What follows belongs to an exercise in optimizing a design on an open flow for small area and a short achievable clock period; a production flow would make more cautious choices.
At most, simulation tests tie the RTL to the original design; equivalence was not proved.
The clock port is modelled as an ideal driver, which makes a skipped or thinned clock tree look cheaper than it is; a real chip needs a root buffer or a tree.
Power figures rest on the tool's default switching activity, not on a simulated workload.

==> flow/design.v (excerpt) <==
module Benes_8p (input wire [2:0] mp0, mp1, mp2, mp3, mp4, mp5, mp6, mp7,
    input clk,
    output wire [19:0] state
);
Size: about 300 cells after synthesis, about 120 flip-flops, ~45 I/O pins.
==> module Col0_Route, before the edit <==
module Col0_Route (
    input  [23:0] p,
    output [2:0]  s0       
);
    wire [1:0] d [0:7];
    genvar k;
    generate for (k = 0; k < 8; k = k + 1) begin : g_d
        assign d[k] = p[3*k+1 +: 2];
    end endgenerate
    wire bs01 = (d[0] == d[3]) | (d[1] == d[2]);
    wire bd01 = (d[0] == d[2]) | (d[1] == d[3]);
    wire bs02 = (d[0] == d[5]) | (d[1] == d[4]);
    wire bd02 = (d[0] == d[4]) | (d[1] == d[5]);
    wire bs03 = (d[0] == d[7]) | (d[1] == d[6]);
    wire bd03 = (d[0] == d[6]) | (d[1] == d[7]);
    wire bs12 = (d[2] == d[5]) | (d[3] == d[4]);
    wire bd12 = (d[2] == d[4]) | (d[3] == d[5]);
    wire bs13 = (d[2] == d[7]) | (d[3] == d[6]);
    wire bd13 = (d[2] == d[6]) | (d[3] == d[7]);
    wire bs23 = (d[4] == d[7]) | (d[5] == d[6]);
    wire bd23 = (d[4] == d[6]) | (d[5] == d[7]);
    wire a1 = bs01 | bd01, a2 = bs02 | bd02, a3 = bs03 | bd03;
    wire v1 = bs01, v2 = bs02, v3 = bs03;
    wire h1_2 = a2 & (bs12 | bd12);
    wire h1_3 = a3 & (bs13 | bd13);
    wire w1   = h1_2 ? (v2 ^ bd12) : h1_3 ? (v3 ^ bd13) : 1'b1;
    wire s1   = a1 ? v1 : w1;
    wire h2_1 = a1 & (bs12 | bd12);
    wire h2_3 = a3 & (bs23 | bd23);
    wire w2   = h2_1 ? (v1 ^ bd12) : h2_3 ? (v3 ^ bd23) :
                (bs12 | bd12) ? (s1 ^ bd12) : 1'b1;
    wire s2   = a2 ? v2 : w2;
    wire h3_1 = a1 & (bs13 | bd13);
    wire h3_2 = a2 & (bs23 | bd23);
    wire w3   = h3_1 ? (v1 ^ bd13) : h3_2 ? (v2 ^ bd23) :
                (bs13 | bd13) ? (s1 ^ bd13) : (bs23 | bd23) ? (s2 ^ bd23) : 1'b1;
    wire s3   = a3 ? v3 : w3;
    assign s0 = {s3, s2, s1};
endmodule
make LEC_CHECK=0 CAP_MARGIN=20 CORE_MARGIN=2 CORE_UTILIZATION=40 SLEW_MARGIN=20 finish   # period 2.5 ns
run.sh (not shown) runs the stock make flow with config.mk's settings and CLKGATE_MAP_FILE= SYNTH_SCRIPT=/design/flow/synth_recipe.tcl, a recipe that flattens the netlist after the stock synthesis.
The starting point ran to the end with violations: negative setup slack.
Then changed:
--- a/flow/design.v
+++ b/flow/design.v
@@ -18,24 +18,16 @@
     wire bs13 = (d[2] == d[7]) | (d[3] == d[6]);
     wire bd13 = (d[2] == d[6]) | (d[3] == d[7]);
     wire bs23 = (d[4] == d[7]) | (d[5] == d[6]);
     wire bd23 = (d[4] == d[6]) | (d[5] == d[7]);
-    wire a1 = bs01 | bd01, a2 = bs02 | bd02, a3 = bs03 | bd03;
-    wire v1 = bs01, v2 = bs02, v3 = bs03;
-    wire h1_2 = a2 & (bs12 | bd12);
-    wire h1_3 = a3 & (bs13 | bd13);
-    wire w1   = h1_2 ? (v2 ^ bd12) : h1_3 ? (v3 ^ bd13) : 1'b1;
-    wire s1   = a1 ? v1 : w1;
-    wire h2_1 = a1 & (bs12 | bd12);
-    wire h2_3 = a3 & (bs23 | bd23);
-    wire w2   = h2_1 ? (v1 ^ bd12) : h2_3 ? (v3 ^ bd23) :
-                (bs12 | bd12) ? (s1 ^ bd12) : 1'b1;
-    wire s2   = a2 ? v2 : w2;
-    wire h3_1 = a1 & (bs13 | bd13);
-    wire h3_2 = a2 & (bs23 | bd23);
-    wire w3   = h3_1 ? (v1 ^ bd13) : h3_2 ? (v2 ^ bd23) :
-                (bs13 | bd13) ? (s1 ^ bd13) : (bs23 | bd23) ? (s2 ^ bd23) : 1'b1;
-    wire s3   = a3 ? v3 : w3;
+    wire f0_1 = bd01 | (bs02 & bd12) | (bd02 & bs12) | (bs03 & bd13) | (bd03 & bs13);
+    wire f1_2 = bs02 | (bs01 & bs12) | (bd01 & bd12) | (bs03 & bs23) | (bd03 & bd23);
+    wire f0_2 = bd02 | (bs01 & bd12) | (bd01 & bs12) | (bs03 & bd23) | (bd03 & bs23);
+    wire f1_3 = bs03 | (bs01 & bs13) | (bd01 & bd13) | (bs02 & bs23) | (bd02 & bd23);
+    wire f0_3 = bd03 | (bs01 & bd13) | (bd01 & bs13) | (bs02 & bd23) | (bd02 & bs23);
+    wire s1 = ~f0_1;
+    wire s2 = f1_2 | ~(f0_2 | bd12);
+    wire s3 = f1_3 | ~(f0_3 | bd13 | (bd23 & ~bs13));
     assign s0 = {s3, s2, s1};
 endmodule
 module Sub_Route (
     input [1:0] g0,
=> This time the run ran to the end with no violations. Sequential share of layout area goes up by 7.3 points. Final cell count went down by 12%. Non-clock buffer count goes down by 27. Total power came out lower by about 11%. Core utilization fell by 8.2 points. Hold slack gains 120 ps. Clock power shrinks by about 8%. Sequential power came out lower by about 3%. Final area goes down by about 15%. Clock skew stays flat. Worst setup slack improved by 230 ps. Via count came out lower by 16%. Sequential cell count does not change. Fmax increases by about 10%.

Benes_8p, a different RTL version from the one above (not shown whole).
Size in the first run: ~360 cells after synthesis, about 4000 µm² of cells after synthesis.
==> module Col0_Links, before the edit <==
module Col0_Links (
    input  [23:0] p,
    output [8:0] l     
);
    wire [1:0] d [0:7];
    genvar k;
    generate for (k = 0; k < 8; k = k + 1) begin : g_d
        assign d[k] = p[3*k+1 +: 2];
    end endgenerate
    assign l[0]  = (d[0] == d[2]) | (d[1] == d[3]);
    assign l[1]  = (d[0] == d[5]) | (d[1] == d[4]);
    assign l[2]  = (d[0] == d[4]) | (d[1] == d[5]);
    assign l[3]  = (d[0] == d[7]) | (d[1] == d[6]);
    assign l[4]  = (d[0] == d[6]) | (d[1] == d[7]);
    assign l[5]  = (d[2] == d[5]) | (d[3] == d[4]);
    assign l[6]  = (d[2] == d[4]) | (d[3] == d[5]);
    assign l[7]  = (d[2] == d[7]) | (d[3] == d[6]);
    assign l[8]  = (d[2] == d[6]) | (d[3] == d[7]);
endmodule
==> module Col0_Settings, before the edit <==
module Col0_Settings (
    input  [8:0]  l,
    input  [11:0] p47,     
    output [2:0]  s0       
);
    wire bd01 = l[0], bs02 = l[1], bd02 = l[2], bs03 = l[3], bd03 = l[4];
    wire bs12 = l[5], bd12 = l[6], bs13 = l[7], bd13 = l[8];
    wire [1:0] d4 = p47[2:1], d5 = p47[5:4], d6 = p47[8:7], d7 = p47[11:10];
    wire bs23 = (d4 == d7) | (d5 == d6);
    wire bd23 = (d4 == d6) | (d5 == d7);
    wire n13 = ~(bs13 | bd13), n23 = ~(bs23 | bd23);
    wire s1 = ~(bd01 | (bs02 & bd12) | (bd02 & bs12) | (bs03 & bd13) | (bd03 & bs13));
    wire y1 = bs12 | (~bd12 & ~bd02);
    wire y0 = bd12 | (~bs12 & ~bd02);
    wire x1 = bs13 | (n13 & ((bs23 & y1) | (bd23 & ~y1) | (n23 & ~bd03)));
    wire x0 = bd13 | (n13 & ((bs23 & y0) | (bd23 & ~y0) | (n23 & ~bd03)));
    assign s0 = {s1 ? x1 : x0, s1 ? y1 : y0, s1};
endmodule
==> module Benes_8p, before the edit <==
module Benes_8p (input wire [2:0] mp0, mp1, mp2, mp3, mp4, mp5, mp6, mp7,
    input clk,
    output wire [19:0] state
);
    wire [23:0] p0 = {mp7, mp6, mp5, mp4, mp3, mp2, mp1, mp0};
    wire [8:0] l_w;
    Col0_Links c0l(.p(p0), .l(l_w));
    reg [23:0] p1;
    reg [8:0] l1;
    always @(posedge clk) begin
        p1 <= p0;
        l1 <= l_w;
    end
    wire [2:0] s0_w;
    Col0_Settings c0s(.l(l1), .p47(p1[23:12]), .s0(s0_w));
    reg [2:0]  s0_2;
    reg [1:0]  s0n_2;
    reg [2:0]  m0_2;
    reg [2:1]  m1_2;
    reg [2:0]  u1_2;
    reg        l1h_2;
    reg [11:0] m47_2;
    always @(posedge clk) begin
        s0_2  <= s0_w;
        s0n_2 <= ~s0_w[2:1];
        m0_2  <= p1[2:0];
        m1_2  <= p1[5:4];
        u1_2  <= s0_w[0] ? p1[8:6] : p1[11:9];
        l1h_2 <= s0_w[0] ? p1[11]  : p1[8];
        m47_2 <= p1[23:12];
    end
    wire [3:0] t_w;
    wire [4:0] bu_w, bl_w;
    Rest_Route rr(.m0(m0_2), .m1(m1_2), .u1(u1_2), .l1h(l1h_2),
                  .m45(m47_2[5:0]), .m67(m47_2[11:6]),
                  .s(s0_2[2:1]), .sn(s0n_2), .t(t_w), .bu(bu_w), .bl(bl_w));
    wire [16:0] q_w = {t_w, s0_2, bl_w, bu_w};
    reg [16:0] q3, q4, q5, q6, q7;
    always @(posedge clk) begin
        q3 <= q_w;
        q4 <= q3;
        q5 <= q4;
        q6 <= q5;
        q7 <= q6;
    end
    assign state[0]  = 1'b1;
    assign state[1]  = 1'b1;
    assign state[2]  = q7[1];
    assign state[3]  = q7[3];
    assign state[4]  = q7[13];
    assign state[5]  = q7[10];
    assign state[6]  = q7[0];
    assign state[7]  = q7[2];
    assign state[8]  = q7[4];
    assign state[9]  = q7[14];
    assign state[10] = q7[11];
    assign state[11] = 1'b1;
    assign state[12] = q7[6];
    assign state[13] = q7[8];
    assign state[14] = q7[15];
    assign state[15] = q7[12];
    assign state[16] = q7[5];
    assign state[17] = q7[7];
    assign state[18] = q7[9];
    assign state[19] = q7[16];
endmodule
export LEC_CHECK = 0
export ABC_AREA = 1
export CAP_MARGIN = 20
export CORE_MARGIN = 2
export CORE_UTILIZATION = 65
export SETUP_SLACK_MARGIN = 1.3
export SLEW_MARGIN = 20
create_clock -name core_clock -period 2.5 [get_ports {clk}]
standard.sh (not shown) runs the stock make flow with config.mk's settings and CLKGATE_MAP_FILE= SYNTH_SCRIPT=/design/flow/synth_recipe.tcl, a recipe that flattens the netlist after the stock synthesis.
==> flow/flow/run.sh <==
#!/bin/bash
# The standard layout (standard.sh: ORFS with the standard synthesis),
# with three changes passed to ORFS as make variables:
#  - flow/clock_tree.tcl (PRE_CTS_TCL) builds the clock tree in place of
#    TritonCTS: the clock port drives one leaf buffer per group of at most
#    FLOW_CTS_LEAF registers (4 groups here), so every register is two cells
#    from the port;
#  - the ports are buffered with buf_2 rather than the default cell;
#  - flow/input_buffers.tcl (POST_CTS_TCL) makes the input-port buffers buf_1,
#    since the input paths have time to spare.
# All of make's output goes to make_finish.log, and ORFS's own per-step logs
# to orfs/logs/.
set -euo pipefail
here=$(pwd)
export FLOW_CTS_LEAF=${FLOW_CTS_LEAF:-38}
export FLOW_CLOCK_PORT=clk
bash standard.sh "PRE_CTS_TCL=$here/flow/clock_tree.tcl" "POST_CTS_TCL=$here/flow/input_buffers.tcl" \
    "BUFFER_PORTS_ARGS=-buffer_cell sky130_fd_sc_hd__buf_2" finish > "$here/make_finish.log" 2>&1
test -f out/final.def
Other scripts of this flow, unchanged in this note and not shown: flow/flow/clock_tree.tcl, flow/flow/input_buffers.tcl
The first run ran to the end with no violations.
Edit:
--- a/flow/design.v
+++ b/flow/design.v
@@ -1,8 +1,8 @@
 module Col0_Links (
     input  [23:0] p,
-    output [8:0] l     
+    output [10:0] l     
 );
     wire [1:0] d [0:7];
     genvar k;
     generate for (k = 0; k < 8; k = k + 1) begin : g_d
         assign d[k] = p[3*k+1 +: 2];
@@ -14,21 +14,20 @@
     assign l[4]  = (d[0] == d[6]) | (d[1] == d[7]);
     assign l[5]  = (d[2] == d[5]) | (d[3] == d[4]);
     assign l[6]  = (d[2] == d[4]) | (d[3] == d[5]);
     assign l[7]  = (d[2] == d[7]) | (d[3] == d[6]);
     assign l[8]  = (d[2] == d[6]) | (d[3] == d[7]);
+    assign l[9]  = (d[4] == d[7]) | (d[5] == d[6]);
+    assign l[10] = (d[4] == d[6]) | (d[5] == d[7]);
 endmodule
 module Col0_Settings (
-    input  [8:0]  l,
-    input  [11:0] p47,     
+    input  [10:0] l,
     output [2:0]  s0       
 );
     wire bd01 = l[0], bs02 = l[1], bd02 = l[2], bs03 = l[3], bd03 = l[4];
     wire bs12 = l[5], bd12 = l[6], bs13 = l[7], bd13 = l[8];
-    wire [1:0] d4 = p47[2:1], d5 = p47[5:4], d6 = p47[8:7], d7 = p47[11:10];
-    wire bs23 = (d4 == d7) | (d5 == d6);
-    wire bd23 = (d4 == d6) | (d5 == d7);
+    wire bs23 = l[9], bd23 = l[10];
     wire n13 = ~(bs13 | bd13), n23 = ~(bs23 | bd23);
     wire s1 = ~(bd01 | (bs02 & bd12) | (bd02 & bs12) | (bs03 & bd13) | (bd03 & bs13));
     wire y1 = bs12 | (~bd12 & ~bd02);
     wire y0 = bd12 | (~bs12 & ~bd02);
     wire x1 = bs13 | (n13 & ((bs23 & y1) | (bd23 & ~y1) | (n23 & ~bd03)));
@@ -78,20 +77,20 @@
 module Benes_8p (input wire [2:0] mp0, mp1, mp2, mp3, mp4, mp5, mp6, mp7,
     input clk,
     output wire [19:0] state
 );
     wire [23:0] p0 = {mp7, mp6, mp5, mp4, mp3, mp2, mp1, mp0};
-    wire [8:0] l_w;
+    wire [10:0] l_w;
     Col0_Links c0l(.p(p0), .l(l_w));
     reg [23:0] p1;
-    reg [8:0] l1;
+    reg [10:0] l1;
     always @(posedge clk) begin
         p1 <= p0;
         l1 <= l_w;
     end
     wire [2:0] s0_w;
-    Col0_Settings c0s(.l(l1), .p47(p1[23:12]), .s0(s0_w));
+    Col0_Settings c0s(.l(l1), .s0(s0_w));
     reg [2:0]  s0_2;
     reg [1:0]  s0n_2;
     reg [2:0]  m0_2;
     reg [2:1]  m1_2;
     reg [2:0]  u1_2;
Setup slack improves by 0.13 ns; fmax climbs by 12%; routed wire length drops by 6.5%; register-to-register slack improves by 0.18 ns; die area climbs by 1.2%; sequential share of layout area climbs by 3.3 points; global-route usage drops by 1.6 points; first-iteration DRC count drops by 18%.
The RTL of the first run of this note was laid out without a check of its function. In every run of this note, the design's own scripts or RTL, not TritonCTS, make the clock network.

Benes_8p, a different RTL version from the one above (not shown whole).
For scale: about 300 cells after synthesis, roughly 140 flip-flops, roughly 45 I/O pins.
==> module Rest_Route, before the edit <==
module Rest_Route (
    input  [2:0] m0,
    input  [2:1] m1,
    input  [2:0] u1,
    input        l1h,
    input  [2:0] u2,
    input  [2:1] l2,
    input  [2:0] m6,
    input  [2:0] m7,
    input        s3,
    input        s3n,
    output [3:0] t,
    output [4:0] bu,
    output [4:0] bl
);
    wire [2:0] u3 = ({3{s3}} & m6) | ({3{s3n}} & m7);
    wire       l3 = (s3 & m7[1]) | (s3n & m6[1]);
    genvar j;
    generate for (j = 0; j < 4; j = j + 1) begin : g_t
        assign t[j] = (m0 == 2*j) | (u1 == 2*j) | (u2 == 2*j) | (u3 == 2*j);
    end endgenerate
    Sub_Route u(.g0(m0[2:1]), .g1h(u1[2]), .g2(u2[2:1]), .g3l(u3[1]), .s(bu));
    Sub_Route l(.g0(m1[2:1]), .g1h(l1h),   .g2(l2),      .g3l(l3),    .s(bl));
endmodule
==> module Benes_8p, before the edit <==
module Benes_8p (input wire [2:0] mp0, mp1, mp2, mp3, mp4, mp5, mp6, mp7,
    input clk,
    output wire [19:0] state
);
    wire [23:0] p0 = {mp7, mp6, mp5, mp4, mp3, mp2, mp1, mp0};
    wire [9:0] c_w;
    Col0_Links c0l(.p(p0), .c(c_w));
    reg [23:0] p1;
    reg [9:0]  c1;
    always @(posedge clk) begin
        p1 <= p0;
        c1 <= c_w;
    end
    wire [2:0] s0_w;
    Col0_Settings c0s(.c(c1), .s0(s0_w));
    reg [2:0] s0_2;
    reg       s3n_2;
    reg [2:0] m0_2, u1_2, u2_2, m6_2, m7_2;
    reg [2:1] m1_2, l2_2;
    reg       l1h_2;
    always @(posedge clk) begin
        s0_2  <= s0_w;
        s3n_2 <= ~s0_w[2];
        m0_2  <= p1[2:0];
        m1_2  <= p1[5:4];
        u1_2  <= s0_w[0] ? p1[8:6]   : p1[11:9];
        l1h_2 <= s0_w[0] ? p1[11]    : p1[8];
        u2_2  <= s0_w[1] ? p1[14:12] : p1[17:15];
        l2_2  <= s0_w[1] ? p1[17:16] : p1[14:13];
        m6_2  <= p1[20:18];
        m7_2  <= p1[23:21];
    end
    wire [3:0] t_w;
    wire [4:0] bu_w, bl_w;
    Rest_Route rr(.m0(m0_2), .m1(m1_2), .u1(u1_2), .l1h(l1h_2), .u2(u2_2), .l2(l2_2),
                  .m6(m6_2), .m7(m7_2), .s3(s0_2[2]), .s3n(s3n_2),
                  .t(t_w), .bu(bu_w), .bl(bl_w));
    reg [16:0] q3, q4, q5, q6, q7;
    always @(posedge clk) begin
        q3 <= {t_w, s0_2, bl_w, bu_w};
        q4 <= q3;
        q5 <= q4;
        q6 <= q5;
        q7 <= q6;
    end
    assign state[0]  = 1'b1;
    assign state[1]  = 1'b1;
    assign state[2]  = q7[1];
    assign state[3]  = q7[3];
    assign state[4]  = q7[13];
    assign state[5]  = q7[10];
    assign state[6]  = q7[0];
    assign state[7]  = q7[2];
    assign state[8]  = q7[4];
    assign state[9]  = q7[14];
    assign state[10] = q7[11];
    assign state[11] = 1'b1;
    assign state[12] = q7[6];
    assign state[13] = q7[8];
    assign state[14] = q7[15];
    assign state[15] = q7[12];
    assign state[16] = q7[5];
    assign state[17] = q7[7];
    assign state[18] = q7[9];
    assign state[19] = q7[16];
endmodule
Settings: LEC_CHECK=0, CAP_MARGIN=20, CORE_MARGIN=2, CORE_UTILIZATION=60, SETUP_SLACK_MARGIN=1.3, SLEW_MARGIN=20; clock period 2.5 ns.
==> flow/flow/run.sh <==
#!/bin/bash
# The standard layout, with the clock tree built by flow/clock_tree.tcl (a
# tree with up to FLOW_CTS_LEAF registers per leaf buffer) in
# place of TritonCTS's.
set -euo pipefail
here=$(pwd)
export FLOW_CTS_LEAF=${FLOW_CTS_LEAF:-38}
export FLOW_CLOCK_PORT=clk
bash standard.sh "PRE_CTS_TCL=$here/flow/clock_tree.tcl" "BUFFER_PORTS_ARGS=-buffer_cell sky130_fd_sc_hd__buf_2" finish > "$here/make_finish.log" 2>&1
test -f out/final.def
Other scripts of this flow, unchanged in this note and not shown: flow/flow/clock_tree.tcl
Then changed:
--- a/flow/design.v
+++ b/flow/design.v
@@ -57,24 +57,24 @@
     assign s[3] = g0[1] ? b : a;
     assign s[4] = g0[1] ? a : b;
 endmodule
 module Rest_Route (
-    input  [2:0] m0,
-    input  [2:1] m1,
-    input  [2:0] u1,
-    input        l1h,
-    input  [2:0] u2,
-    input  [2:1] l2,
-    input  [2:0] m6,
-    input  [2:0] m7,
-    input        s3,
-    input        s3n,
-    output [3:0] t,
-    output [4:0] bu,
-    output [4:0] bl
+    input  [2:0]  m0,
+    input  [2:1]  m1,
+    input  [2:0]  u1,
+    input         l1h,
+    input  [5:0]  m45,     
+    input  [5:0]  m67,     
+    input  [1:0]  s,       
+    input  [1:0]  sn,
+    output [3:0]  t,
+    output [4:0]  bu,
+    output [4:0]  bl
 );
-    wire [2:0] u3 = ({3{s3}} & m6) | ({3{s3n}} & m7);
-    wire       l3 = (s3 & m7[1]) | (s3n & m6[1]);
+    wire [2:0] u2 = ({3{s[0]}} & m45[2:0]) | ({3{sn[0]}} & m45[5:3]);
+    wire [2:0] u3 = ({3{s[1]}} & m67[2:0]) | ({3{sn[1]}} & m67[5:3]);
+    wire [1:0] l2 = ({2{s[0]}} & m45[5:4]) | ({2{sn[0]}} & m45[2:1]);
+    wire       l3 = (s[1] & m67[4])        | (sn[1] & m67[1]);
     genvar j;
     generate for (j = 0; j < 4; j = j + 1) begin : g_t
         assign t[j] = (m0 == 2*j) | (u1 == 2*j) | (u2 == 2*j) | (u3 == 2*j);
     end endgenerate
@@ -95,30 +95,29 @@
         c1 <= c_w;
     end
     wire [2:0] s0_w;
     Col0_Settings c0s(.c(c1), .s0(s0_w));
-    reg [2:0] s0_2;
-    reg       s3n_2;
-    reg [2:0] m0_2, u1_2, u2_2, m6_2, m7_2;
-    reg [2:1] m1_2, l2_2;
-    reg       l1h_2;
+    reg [2:0]  s0_2;
+    reg [1:0]  s0n_2;
+    reg [2:0]  m0_2;
+    reg [2:1]  m1_2;
+    reg [2:0]  u1_2;
+    reg        l1h_2;
+    reg [11:0] m47_2;
     always @(posedge clk) begin
         s0_2  <= s0_w;
-        s3n_2 <= ~s0_w[2];
+        s0n_2 <= ~s0_w[2:1];
         m0_2  <= p1[2:0];
         m1_2  <= p1[5:4];
-        u1_2  <= s0_w[0] ? p1[8:6]   : p1[11:9];
-        l1h_2 <= s0_w[0] ? p1[11]    : p1[8];
-        u2_2  <= s0_w[1] ? p1[14:12] : p1[17:15];
-        l2_2  <= s0_w[1] ? p1[17:16] : p1[14:13];
-        m6_2  <= p1[20:18];
-        m7_2  <= p1[23:21];
+        u1_2  <= s0_w[0] ? p1[8:6] : p1[11:9];
+        l1h_2 <= s0_w[0] ? p1[11]  : p1[8];
+        m47_2 <= p1[23:12];
     end
     wire [3:0] t_w;
     wire [4:0] bu_w, bl_w;
-    Rest_Route rr(.m0(m0_2), .m1(m1_2), .u1(u1_2), .l1h(l1h_2), .u2(u2_2), .l2(l2_2),
-                  .m6(m6_2), .m7(m7_2), .s3(s0_2[2]), .s3n(s3n_2),
-                  .t(t_w), .bu(bu_w), .bl(bl_w));
+    Rest_Route rr(.m0(m0_2), .m1(m1_2), .u1(u1_2), .l1h(l1h_2),
+                  .m45(m47_2[5:0]), .m67(m47_2[11:6]),
+                  .s(s0_2[2:1]), .sn(s0n_2), .t(t_w), .bu(bu_w), .bl(bl_w));
     reg [16:0] q3, q4, q5, q6, q7;
     always @(posedge clk) begin
         q3 <= {t_w, s0_2, bl_w, bu_w};
         q4 <= q3;
The new run finished clean.
Total power increases by a few percent.
Sequential cell count increases by 2.
First-iteration DRC count fell by well over a third.
Core utilization came out lower by 0.44 points.
Wire length rises by a little under a tenth.
Via count falls slightly.
Die area grows slightly.
Worst setup slack improves by 84 ps.
Design area is about the same.
Combinational power goes up by a few percent.
Synthesized cell count shrinks slightly.
No functional check of the RTL was part of any run of this note. In every run of this note, the design's own scripts or RTL, not TritonCTS, make the clock network.

[separate check: timing with driven ports]
The flow's constraints put no driver on any port. The routed layouts listed below were extracted and timed again, unchanged, in two steps. Step 1: set_driving_cell puts a clkbuf_16 on clk and a buf_2 on each other input, an assumption about the parent block. Step 2 times the ports against the registers' clock, not the clock port: input delays grow and output delays shrink by t, the midpoint of the rising clock arrivals with the driver on. Slacks: ideal / step 1 / step 2; pairs: ideal / step 1.
run | t, ns | setup slack, ns | worst setup path at the end | clock arrival spread, ns | cell pins on the clock port's net
the first run of note 1 | 0.523 | -0.095 / -0.092 / -0.615 | input to register | 0.006 / 0.006 | 1
the second run of note 1 | 0.518 | 0.135 / 0.142 / -0.376 | input to register | 0.006 / 0.006 | 1
the first run of note 2 | 0.241 | 1.238 / 1.238 / 1.210 | input to register | 0.010 / 0.011 | 4
the second run of note 2 | 0.242 | 1.370 / 1.300 / 1.184 | input to register | 0.011 / 0.011 | 4
the first run of note 3 | 0.240 | 1.203 / 1.203 / 1.071 | input to register | 0.011 / 0.011 | 4
the second run of note 3 | 0.249 | 1.287 / 1.287 / 1.104 | input to register | 0.015 / 0.015 | 4
Met with ideal ports but missed after step 2: setup timing in the second run of note 1. For the first run of note 1, which loses most, drivers alone change the setup slack by +0.003 ns; drivers and shift together by -0.520 ns.
